What follows belongs to an exercise in optimizing a design on an open flow for small area, a short achievable clock period and few clock cycles per item; a production flow would make more cautious choices.
No activity file was given, so power comes from the tool's default toggle rates.

Design simple_ALU, start of the top module:
module simple_ALU(input i_clk,
                  input i_rst,
                  input logic  [15:0] i_memData,
                  output logic [15:0] o_memData,
                  output logic [15:0] o_memAddr,
                  output logic o_memWrEnable);
Size in the first run: roughly 970 cells after synthesis, ~71 flip-flops, about 6200 um2 of cells after synthesis.
==> module simple_ALU, before the edit <==
module simple_ALU(input i_clk,
                  input i_rst,
                  input logic  [15:0] i_memData,
                  output logic [15:0] o_memData,
                  output logic [15:0] o_memAddr,
                  output logic o_memWrEnable);
  localparam logic [2:0] S_FETCH = 3'd0,
                         S_DEC   = 3'd1,
                         S_RD1   = 3'd2,
                         S_RD2   = 3'd3,
                         S_SHX   = 3'd4;
  logic [2:0]  state;
  logic [5:0]  rs;         
  logic [5:0]  pcn;        
  logic        selRd, selRs, selPc;   
  logic [15:0] wdata;      
  logic        we;         
  logic        kv;         
  logic        first;      
  logic        stale;      
  logic [5:0]  rd;         
  logic        twoRd;      
  logic        sameRd;     
  logic [15:0] breg;       
  logic        opAdd, opDbl, opAnd, opOr, opXor, opSh;
  logic        cin;        
  logic        left;       
  logic        arith;      
  wire  [5:0]  addr = ({6{selRd}} & rd) | ({6{selRs}} & rs) | ({6{selPc}} & pcn);
  assign o_memAddr     = {10'd0, addr};
  assign o_memData     = wdata;
  assign o_memWrEnable = we;
  wire [15:0] x = i_memData;
  wire [15:0] y = breg;
  wire [16:0] sum = {x, 1'b1} + {y, cin};
  wire [15:0] win;
  wire [15:0] u;
  genvar gi;
  generate
    for (gi = 0; gi < 16; gi++) begin : g_rev
      assign win[gi] = left ? wdata[15-gi] : wdata[gi];
      assign u[gi]   = left ? sw[15-gi] : sw[gi];
    end
  endgenerate
  wire        fill  = arith & wdata[15];
  wire [31:0] sww   = {{16{fill}}, win} >> y[3:0];
  wire [15:0] sw    = sww[15:0];
  wire        big   = |y[15:4];
  wire [15:0] shr   = big ? {16{fill}} : u;
  wire        inShx = (state == S_SHX);
  wire [15:0] alu = ({16{opAdd}} & sum[16:1])
                  | ({16{opDbl}} & {x[14:0], 1'b0})
                  | ({16{opAnd}} & (x & y))
                  | ({16{opOr}}  & (x | y))
                  | ({16{opXor}} & (x ^ y))
                  | ({16{opSh & inShx}} & x)
                  | ({16{opSh & ~inShx}} & shr);
  wire [15:0] ins   = i_memData;
  wire [2:0]  dFn   = ins[14:12];
  wire [5:0]  dRd   = ins[11:6];
  wire [5:0]  dRs   = ins[5:0];
  wire        dImm  = ins[15];
  wire        aK    = kv & (dRd == rd);
  wire        bK    = dImm | (kv & (dRs == rd));
  wire        dShift = (dFn == 3'd2) | (dFn == 3'd3) | (dFn == 3'd4);
  wire        dComm  = (dFn == 3'd0) | (dFn[2] & (dFn[1:0] != 2'd0));
  wire        dSub   = (dFn == 3'd1);
  wire        same  = ~aK & ~bK & (dRd == dRs) & ~dShift;
  wire        bOnly = aK & ~bK & dComm;
  wire        two   = ~bK & ~same & ~bOnly;      
  wire        none  = aK & bK;
  wire [15:0] bDec  = dImm ? {10'd0, dRs} : wdata;
  wire        bLoad = (state == S_DEC) ? ~stale : (state == S_RD2) & twoRd;
  wire [15:0] bNew  = ((state == S_DEC) ? bDec : i_memData)
                    ^ {16{(state == S_DEC) ? dSub : cin}};
  always_ff @(posedge i_clk) begin
    if (i_rst) begin
      state <= S_FETCH;
      selRd <= 1'b0;
      selRs <= 1'b0;
      selPc <= 1'b1;
      pcn   <= 6'd0;
      we    <= 1'b0;
      kv    <= 1'b0;
      first <= 1'b1;
      stale <= 1'b0;
    end else begin
      case (state)
        S_FETCH: begin
          we    <= ~first;
          kv    <= ~first;
          first <= 1'b0;
          {selRd, selRs, selPc} <= 3'b100;
          pcn   <= pcn + 6'd1;
          stale <= ~first & (rd == pcn);
          state <= S_DEC;
        end
        S_DEC: begin
          we    <= 1'b0;
          if (stale) begin
            stale <= 1'b0;
            kv    <= 1'b0;
          end else if (two) begin
            {selRd, selRs, selPc} <= 3'b010;
            state <= S_RD1;
          end else if (none) begin
            {selRd, selRs, selPc} <= 3'b001;
            state <= dShift ? S_SHX : S_FETCH;
          end else begin
            {selRd, selRs, selPc} <= {~bOnly, bOnly, 1'b0};
            state <= S_RD2;
          end
        end
        S_RD1: begin
          {selRd, selRs, selPc} <= 3'b100;
          state <= S_RD2;
        end
        S_RD2: begin
          {selRd, selRs, selPc} <= 3'b001;
          state <= opSh ? S_SHX : S_FETCH;
        end
        default: begin   
          state <= S_FETCH;
        end
      endcase
    end
  end
  always_ff @(posedge i_clk) wdata <= alu;
  always_ff @(posedge i_clk) begin
    if (bLoad) breg <= bNew;
    case (state)
      S_DEC: begin
        if (!stale) begin
          rd     <= dRd;
          rs     <= dRs;
          twoRd  <= two;
          sameRd <= same;
          cin    <= dSub;
          opAdd  <= (dFn[2:1] == 2'd0);
          opDbl  <= 1'b0;
          opAnd  <= (dFn == 3'd5);
          opOr   <= (dFn == 3'd6);
          opXor  <= (dFn == 3'd7);
          opSh   <= dShift;
          left   <= (dFn == 3'd4);
          arith  <= (dFn == 3'd2);
        end
      end
      S_RD2: begin
        if (sameRd) begin
          opAdd <= 1'b0;
          opDbl <= opAdd & ~cin;
          opAnd <= cin | opAnd | opXor;
          opXor <= 1'b0;
          cin   <= 1'b0;
          breg  <= opAnd ? 16'hFFFF : 16'd0;
        end
      end
      default: ;
    endcase
  end
endmodule
clock: 9.0 ns
lec_check: 0
abc_area: 1
cap_margin: 20
core_margin: 2
core_utilization: 40
cts_buf_list: sky130_fd_sc_hd__clkbuf_8
slew_margin: 20
standard.sh (not shown) runs the stock make flow with config.mk's settings and CLKGATE_MAP_FILE= SYNTH_SCRIPT=/design/flow/synth_recipe.tcl, a recipe that flattens the netlist after the stock synthesis.
==> flow/flow/run.sh <==
#!/bin/bash
# Standard layout, with plain buffers (not delay cells) on the ports and the
# timing repair aiming at 5.75 ns of setup slack.
# Full make output goes to standard.log here; ORFS keeps each step's log
# under orfs/logs/.
set -euo pipefail
bash standard.sh "BUFFER_PORTS_ARGS=-buffer_cell sky130_fd_sc_hd__buf_2" SETUP_SLACK_MARGIN=5.75 finish > standard.log 2>&1
==> next run, changes <==
--- a/flow/design.v
+++ b/flow/design.v
@@ -34,27 +34,30 @@
   wire [15:0] x = i_memData;
   wire [15:0] y = breg;
   wire [16:0] sum = {x, 1'b1} + {y, cin};
-  wire [15:0] win;
+  wire [15:0] xin;
   wire [15:0] u;
   genvar gi;
   generate
     for (gi = 0; gi < 16; gi++) begin : g_rev
-      assign win[gi] = left ? wdata[15-gi] : wdata[gi];
-      assign u[gi]   = left ? sw[15-gi] : sw[gi];
+      assign xin[gi] = left ? x[15-gi] : x[gi];
+      assign u[gi]   = left ? s2[15-gi] : s2[gi];
     end
   endgenerate
-  wire        fill  = arith & wdata[15];
-  wire [31:0] sww   = {{16{fill}}, win} >> y[3:0];
-  wire [15:0] sw    = sww[15:0];
+  wire        fill1 = arith & x[15];
+  wire [18:0] s1w   = {{3{fill1}}, xin} >> y[1:0];
+  wire [15:0] s1    = s1w[15:0];
+  wire        fill2 = arith & wdata[15];
+  wire [27:0] s2w   = {{12{fill2}}, wdata} >> {y[3:2], 2'b00};
+  wire [15:0] s2    = s2w[15:0];
   wire        big   = |y[15:4];
-  wire [15:0] shr   = big ? {16{fill}} : u;
+  wire [15:0] shr   = big ? {16{fill2}} : u;
   wire        inShx = (state == S_SHX);
   wire [15:0] alu = ({16{opAdd}} & sum[16:1])
                   | ({16{opDbl}} & {x[14:0], 1'b0})
                   | ({16{opAnd}} & (x & y))
                   | ({16{opOr}}  & (x | y))
                   | ({16{opXor}} & (x ^ y))
-                  | ({16{opSh & inShx}} & x)
+                  | ({16{opSh & inShx}} & s1)
                   | ({16{opSh & ~inShx}} & shr);
   wire [15:0] ins   = i_memData;
   wire [2:0]  dFn   = ins[14:12];
Via count is higher by 1.2%.
Global-route usage goes up by 2.7 points.
Setup slack is about the same.
Flip-flop and latch count stays the same.
Non-clock buffer count stays the same.
Final cell count came out higher by 2.4%.
Clock skew rises by 7.9 ps.
Power came out lower by 8.5%.
No run of this note included a check of the RTL's function; only the layout flow was run.

[afterwards: timing with drivers on the ports]
The results above use ideal ports. As a check the final layouts listed here were re-extracted and re-timed, cells and wires unchanged. Step 1, drivers: a clkbuf_16 drives i_clk and a buf_2 each remaining input, both assumed. Step 2 also shifts input and output timing later by t, the mid clock arrival at the registers, as if the neighbouring blocks saw the same clock. Slacks: ideal ports / drivers / drivers and shift; pairs: ideal ports / drivers.
run	shift t [ns]	setup WS [ns]	latest minus earliest clock arrival (ns)
the first run	0.419	5.801 / 5.811 / 5.392	0.010 / 0.010
the second run	0.414	5.799 / 5.811 / 5.396	0.018 / 0.019
After both steps setup and hold are still met in every run listed. The setup slack of the first run, which loses most, moves by +0.010 ns with the drivers and by -0.409 ns with both steps.
